Source: an optimization exercise on an open RTL-to-GDS flow (aim: small area). Production flows keep margins and buffers that such runs may drop.
Function was checked by simulation only, so behaviour that the tests miss may differ from the original.
Power is estimated from default activity; no workload was simulated. No driver is modelled on the clock port, so clocking that relies on it looks cheaper here than on a real chip.

==> run a <==
==> flow/design.v <==
module mkGreyscale(rgb_in, gry_out);
  input  [23 : 0] rgb_in;
  output [7 : 0] gry_out;
  wire [7 : 0] r = rgb_in[23:16], g = rgb_in[15:8], b = rgb_in[7:0];
  wire [8 : 0] c1, c2;
  wire [7 : 0] s1, s2;
  assign c1[1] = g[0] & b[0];
  genvar i;
  generate
    for (i = 1; i < 8; i = i + 1) begin : add1
      assign s1[i]   = g[i] ^ b[i] ^ c1[i];
      assign c1[i+1] = (g[i] & b[i]) | (c1[i] & (g[i] ^ b[i]));
    end
  endgenerate
  wire [7 : 0] h = {c1[8], s1[7:1]};
  assign c2[1] = h[0] & r[0];
  generate
    for (i = 1; i < 8; i = i + 1) begin : add2
      assign s2[i]   = h[i] ^ r[i] ^ c2[i];
      assign c2[i+1] = (h[i] & r[i]) | (c2[i] & (h[i] ^ r[i]));
    end
  endgenerate
  assign gry_out = {c2[8], s2[7:1]};
endmodule
module mkThreshold(gry_in, threshold, bin_out);
  input  [7 : 0] gry_in;
  input  [7 : 0] threshold;
  output bin_out;
  wire [8 : 0] c;
  assign c[0] = 1'b1;
  genvar i;
  generate
    for (i = 0; i < 8; i = i + 1) begin : cmp
      assign c[i+1] = (gry_in[i] & ~threshold[i]) | (c[i] & (gry_in[i] | ~threshold[i]));
    end
  endgenerate
  assign bin_out = c[8];
endmodule
module mkBlur(CLK, RST_N, ready, seen, working, sh, sh_n, phase, bin_in, blur_out);
  input  CLK;
  input  RST_N;
  input  ready;
  input  seen;
  input  working;
  input  sh;
  input  sh_n;
  input  phase;
  input  bin_in;
  output [3 : 0] blur_out;
  reg [638 : 0] lastRow;
  reg [1 : 0]   lastPxl;
  wire row_bit = sh && seen && (lastRow[638] ^ phase);
  assign blur_out = working ? { row_bit, lastPxl, bin_in } :
                    ready   ? {4{bin_in}} : 4'd0;
  always @(posedge CLK)
  begin
    lastRow <= ~((lastRow | {639{sh}}) &
                 ({lastRow[637 : 0], bin_in ^ phase} | {639{sh_n}}));
    if (!RST_N)
      lastPxl <= 2'd0;
    else if (working)
      lastPxl <= { bin_in, lastPxl[1] };
  end
endmodule
module mkEdge(CLK, ready, seen, working, sh, sh_n, phase, vde, bin_in, bin_out);
  input  CLK;
  input  ready;
  input  seen;
  input  working;
  input  sh;
  input  sh_n;
  input  phase;
  input  vde;
  input  bin_in;
  output bin_out;
  reg [638 : 0] lastRow;
  wire row_bit = sh && seen && (lastRow[638] ^ phase);
  assign bin_out = ready && (working ? (vde && row_bit && !bin_in) : bin_in);
  always @(posedge CLK)
    lastRow <= ~((lastRow | {639{sh}}) &
                 ({lastRow[637 : 0], bin_in ^ phase} | {639{sh_n}}));
endmodule
module mkMix(CLK,
	     RST_N,
	     bin_in,
	     rgb_in,
	     rgb_out);
  input  CLK;
  input  RST_N;
  input  bin_in;
  input  [23 : 0] rgb_in;
  output [23 : 0] rgb_out;
  wire [23 : 0] rgb_out;
  wire [7 : 0] blue__wget, green__wget, red__wget;
  assign rgb_out = { red__wget, green__wget, blue__wget } ;
  assign red__wget = bin_in ? 8'd255 : { 2'd0, rgb_in[23:18] } ;
  assign green__wget = bin_in ? 8'd255 : { 2'd0, rgb_in[15:10] } ;
  assign blue__wget = bin_in ? 8'd255 : { 2'd0, rgb_in[7:2] } ;
endmodule   
module filters
(
	CLK,
	RST,
	HSync,
	VDE,
	Display,
	RGBin,
	Threshold,
	ProcessOut,
	DisplayOut
);
input         CLK;
input         RST;
input         HSync;
input         VDE;
input  [ 5:0] Display;
input  [23:0] RGBin;
input  [ 7:0] Threshold;
output        ProcessOut;
output [23:0] DisplayOut;
	wire [ 7:0] greyOut;
	wire        thresh1Out;
	wire [ 3:0] blur4;
	wire [ 7:0] blurOut = {2{blur4}};
	wire        thresh2Out = &blur4;
	wire        edgeOut;
	wire [23:0] mixOut;
	reg hSyncLast, hSyncLast2, hClk;
	always @(posedge CLK)
	begin
		hSyncLast  <= VDE;
		hSyncLast2 <= hSyncLast;
		hClk       <= hSyncLast && !hSyncLast2;
	end
	localparam [9:0] X0   = 10'b0000000001;
	localparam [9:0] X320 = 10'b1001100000;
	localparam [9:0] X959 = 10'b0000111000;
	localparam [9:0] X960 = 10'b0001110000;
	localparam [9:0] X961 = 10'b0011100001;
	reg        seen, working, sh, sh_n, phase;
	reg  [9:0] x;
	wire       ready   = |x;
	wire       at320   = x == X320;
	wire       at959   = x == X959;
	wire       at960   = x == X960;
	wire [9:0] x_next  = hClk ? X0 : (x == X961) ? x : {x[8:0], x[9] ^ x[6]};
	wire       sh_next = at320 || (sh && !at959);
	always @(posedge CLK)
	begin
		if (!RST) begin
			seen    <= 1'b0;
			working <= 1'b0;
			sh      <= 1'b0;
			sh_n    <= 1'b1;
			phase   <= 1'b0;
			x       <= 10'd0;
		end else begin
			if (hClk && ready) seen <= 1'b1;
			if (at960) working <= 1'b0;
			else if (at320) working <= 1'b1;
			sh      <= sh_next;
			sh_n    <= !sh_next;
			phase   <= !phase;
			x       <= x_next;
		end
	end
	wire s54   = Display[5] | Display[4];
	wire s3    = !s54 && Display[3];
	wire s2    = !s54 && !Display[3] && Display[2];
	wire s1    = !s54 && !Display[3] && !Display[2] && Display[1];
	wire s0    = !s54 && !Display[3] && !Display[2] && !Display[1] && Display[0];
	wire snone = !s54 && !Display[3] && !Display[2] && !Display[1] && !Display[0];
	wire       common = (s54 && edgeOut) || (s3 && thresh2Out) || (s1 && thresh1Out);
	wire [7:0] chan   = {8{common}} | ({8{s2}} & blurOut) | ({8{s0}} & greyOut);
	assign ProcessOut = chan[7] || (snone && greyOut[7]);
	assign DisplayOut = {3{chan}} | ({24{snone}} & RGBin) |
	                    ({24{Display[5]}} & {2'b00, RGBin[23:18], 2'b00, RGBin[15:10], 2'b00, RGBin[7:2]});
	mkGreyscale Greyscale (
		.rgb_in     (RGBin),
		.gry_out    (greyOut)
	);
	mkThreshold Threshold1 (
		.threshold  (Threshold),
		.gry_in     (greyOut),
		.bin_out    (thresh1Out)
	);
	mkBlur Blur (
		.CLK        (CLK),
		.RST_N      (RST),
		.ready      (ready),
		.seen       (seen),
		.working    (working),
		.sh         (sh),
		.sh_n       (sh_n),
		.phase      (phase),
		.bin_in     (thresh1Out),
		.blur_out   (blur4)
	);
	mkEdge Edge (
		.CLK        (CLK),
		.ready      (ready),
		.seen       (seen),
		.working    (working),
		.sh         (sh),
		.sh_n       (sh_n),
		.phase      (phase),
		.vde        (VDE),
		.bin_in     (thresh2Out),
		.bin_out    (edgeOut)
	);
	mkMix Mix (
		.bin_in     (edgeOut),
		.rgb_in     (RGBin),
		.rgb_out    (mixOut)
	);
endmodule
==> flow/flow/run.sh <==
#!/bin/bash
# The standard layout (standard.sh) with three changes:
#  - after the standard synthesis, the combinational logic is mapped again
#    by ABC for area (flow/reopt.tcl); the flip-flops are left as they are;
#  - the ports are buffered with the smallest buffer cell, buf_1, instead of
#    the cell buffer_ports picks by default;
#  - clock tree synthesis puts up to 33 flip-flops (within 90 um) on each
#    leaf clkbuf_16, uses clkbuf_8 for the root and the few buffers above
#    the leaves, and inserts no dummy loads.
# Each tool's full output goes to a log file in this folder (synth.log,
# reopt.log, equiv.log, standard.log); ORFS writes each step's own log under orfs/logs/.
set -euo pipefail
export BUFFER_PORTS_ARGS="-buffer_cell sky130_fd_sc_hd__buf_1"
export CTS_ARGS="-sink_clustering_enable -repair_clock_nets -buf_list sky130_fd_sc_hd__clkbuf_16 -sink_clustering_size 34 -sink_clustering_max_diameter 120 -root_buf sky130_fd_sc_hd__clkbuf_8 -tree_buf sky130_fd_sc_hd__clkbuf_8 -dont_use_dummy_load"
bash standard.sh synth > synth.log 2>&1
R=orfs/results/$FLOW_PLATFORM/filters/base
cp $R/1_2_yosys.v standard_synth.v
export REOPT_LIB=$FLOW_HOME/platforms/$FLOW_PLATFORM/lib/sky130_fd_sc_hd__tt_025C_1v80.lib
export REOPT_IN=$PWD/standard_synth.v
export REOPT_OUT=$PWD/reopt.v
export REOPT_ABC=$PWD/flow/area.abc
export DONT_USE_CELLS="$(sed -n '/DONT_USE_CELLS += /,/^#/p' $FLOW_HOME/platforms/$FLOW_PLATFORM/config.mk | grep -o 'sky130_fd_sc_hd__[a-z0-9_]*' | tr '\n' ' ')"
# The re-mapped netlist replaces the standard one only if it is proven
# equivalent to it (flow/equiv.tcl).
if yosys -c flow/reopt.tcl > reopt.log 2>&1 && yosys -c flow/equiv.tcl > equiv.log 2>&1; then
  cp reopt.v $R/1_2_yosys.v
  touch $R/1_2_yosys.v
  rm -f $R/1_synth.odb $R/1_synth.sdc
fi
bash standard.sh > standard.log 2>&1
==> flow/flow/area.abc <==
strash; &get -n; &deepsyn -T 60; &put; dch -f; amap; topo
==> flow/flow/equiv.tcl <==
# Prove that the re-mapped netlist (REOPT_OUT) does what the standard
# synthesis netlist (REOPT_IN) does: both are read with the liberty cell
# functions, and their flip-flops are paired by name.
yosys -import
set lib $::env(REOPT_LIB)
read_liberty -ignore_miss_func $lib
read_verilog $::env(REOPT_IN)
yosys rename $::env(FLOW_TOP) gold
read_verilog $::env(REOPT_OUT)
yosys rename $::env(FLOW_TOP) gate
flatten gold gate
opt_clean
equiv_make gold gate equiv
hierarchy -top equiv
equiv_simple -seq 2
equiv_induct
equiv_status -assert
==> flow/flow/reopt.tcl <==
# Re-map the combinational logic of the standard synthesis netlist for area.
# Flip-flops (names, cells and connections), full adders and the line-buffer
# gates are kept as they are; every other cell is read as its liberty
# function and mapped again by ABC with an area-oriented script.
yosys -import
set lib $::env(REOPT_LIB)
set dont_use {}
foreach c $::env(DONT_USE_CELLS) { lappend dont_use -dont_use $c }
read_liberty -ignore_miss_func -overwrite $lib
read_verilog $::env(REOPT_IN)
hierarchy -top $::env(FLOW_TOP)
setattr -mod -set keep_hierarchy 1 sky130_fd_sc_hd__dfxtp_1 sky130_fd_sc_hd__fa_1 sky130_fd_sc_hd__ha_1 sky130_fd_sc_hd__o22ai_1 sky130_fd_sc_hd__conb_1
flatten
simplemap
yosys rename -hide w:_*_.*
opt_clean -purge
select -module $::env(FLOW_TOP)
abc -liberty $lib {*}$dont_use -script $::env(REOPT_ABC)
select -clear
read_liberty -lib -overwrite $lib
opt_clean -purge
splitnets
opt_clean -purge
hilomap -singleton -hicell sky130_fd_sc_hd__conb_1 HI -locell sky130_fd_sc_hd__conb_1 LO
insbuf -buf sky130_fd_sc_hd__buf_4 A X
check
stat -liberty $lib
write_verilog -noattr -noexpr -nohex -nodec $::env(REOPT_OUT)
==> flow/standard.sh <==
#!/bin/bash
# synth_recipe.tcl (not shown) runs the flow's synth.tcl, then flattens the netlist and writes it again
# the make line also repeats each setting of config.mk as NAME=value (left out here)
make -C /OpenROAD-flow-scripts/flow DESIGN_CONFIG=/design/flow/config.mk WORK_HOME=/design/flow/orfs CLKGATE_MAP_FILE= SYNTH_SCRIPT=/design/flow/synth_recipe.tcl "${@:-finish}"
==> flow/config.mk <==
export PLATFORM = sky130hd
export DESIGN_NAME = filters
export DESIGN_NICKNAME = filters
export VERILOG_FILES = /design/flow/design.v
export SDC_FILE = /design/flow/constraint.sdc
export NUM_CORES = 4
export LEC_CHECK = 0
export CAP_MARGIN = 10
export CORE_MARGIN = 2
export CORE_UTILIZATION = 70
export PLACE_DENSITY = 0.8
export SLEW_MARGIN = 10
==> flow/constraint.sdc <==
create_clock -name core_clock -period 12.0 [get_ports {CLK}]
set_input_delay 2.4000 -clock core_clock [delete_from_list [all_inputs] [get_ports {CLK}]]
set_output_delay 2.4000 -clock core_clock [all_outputs]
set_load 0.01 [all_outputs]
==> run b (differences from run a) <==
--- a/flow/flow/run.sh
+++ b/flow/flow/run.sh
@@ -11,6 +11,7 @@
 # reopt.log, equiv.log, standard.log); ORFS writes each step's own log under orfs/logs/.
 set -euo pipefail
+export RECOVER_POWER=100
 export BUFFER_PORTS_ARGS="-buffer_cell sky130_fd_sc_hd__buf_1"
-export CTS_ARGS="-sink_clustering_enable -repair_clock_nets -buf_list sky130_fd_sc_hd__clkbuf_16 -sink_clustering_size 34 -sink_clustering_max_diameter 120 -root_buf sky130_fd_sc_hd__clkbuf_8 -tree_buf sky130_fd_sc_hd__clkbuf_8 -dont_use_dummy_load"
+export CTS_ARGS="-sink_clustering_enable -repair_clock_nets -buf_list sky130_fd_sc_hd__clkbuf_16 -sink_clustering_size 33 -sink_clustering_max_diameter 90 -root_buf sky130_fd_sc_hd__clkbuf_8 -tree_buf sky130_fd_sc_hd__clkbuf_8 -dont_use_dummy_load"
 bash standard.sh synth > synth.log 2>&1
 R=orfs/results/$FLOW_PLATFORM/filters/base
==> run notes <==
Against run b, the global-route usage of run a is lower by 0.12 points. Of run a and run b, run a has the higher first-iteration DRC count (gap 3.8%, measured against run b). Clock power is about the same in run b and run a. Sequential share of layout area is about the same in run b and run a. In non-clock buffer count, run a and run b do not differ. Register-to-register slack: run a is higher than run b (6.1 ns). Synthesized cell count is the same in run b and run a. Run a completed without violations. Run b produced a layout that fails on capacitance limit, slew limit. In wire length, run a and run b hardly differ. In final area, run b and run a hardly differ. Sequential cell count is the same in run b and run a. In area after synthesis, run b and run a do not differ.

==> static timing again, ports no longer ideal <==
The flow's constraints put no driver on any port. The routed layouts listed below were extracted and timed again, unchanged, in two steps.
Step 1 assumes that a clkbuf_16 drives the clock port and a buf_2 every other input.
Step 2 also shifts input and output timing later by t, the mid clock arrival at the registers, as if the neighbouring blocks saw the same clock.
Three values: ideal, step 1, step 2; two values: the first two.
| run | t (ns) | slack for setup (ns) | worst setup path after step 2 |
|---|---|---|---|
| run a | 0.736 | 0.635 / 0.612 / 0.612 | input to output |
| run b | 0.755 | 0.633 / 0.609 / 0.609 | input to output |
For run b, which loses most, drivers alone change the setup slack by -0.024 ns; drivers and shift together by -0.024 ns.
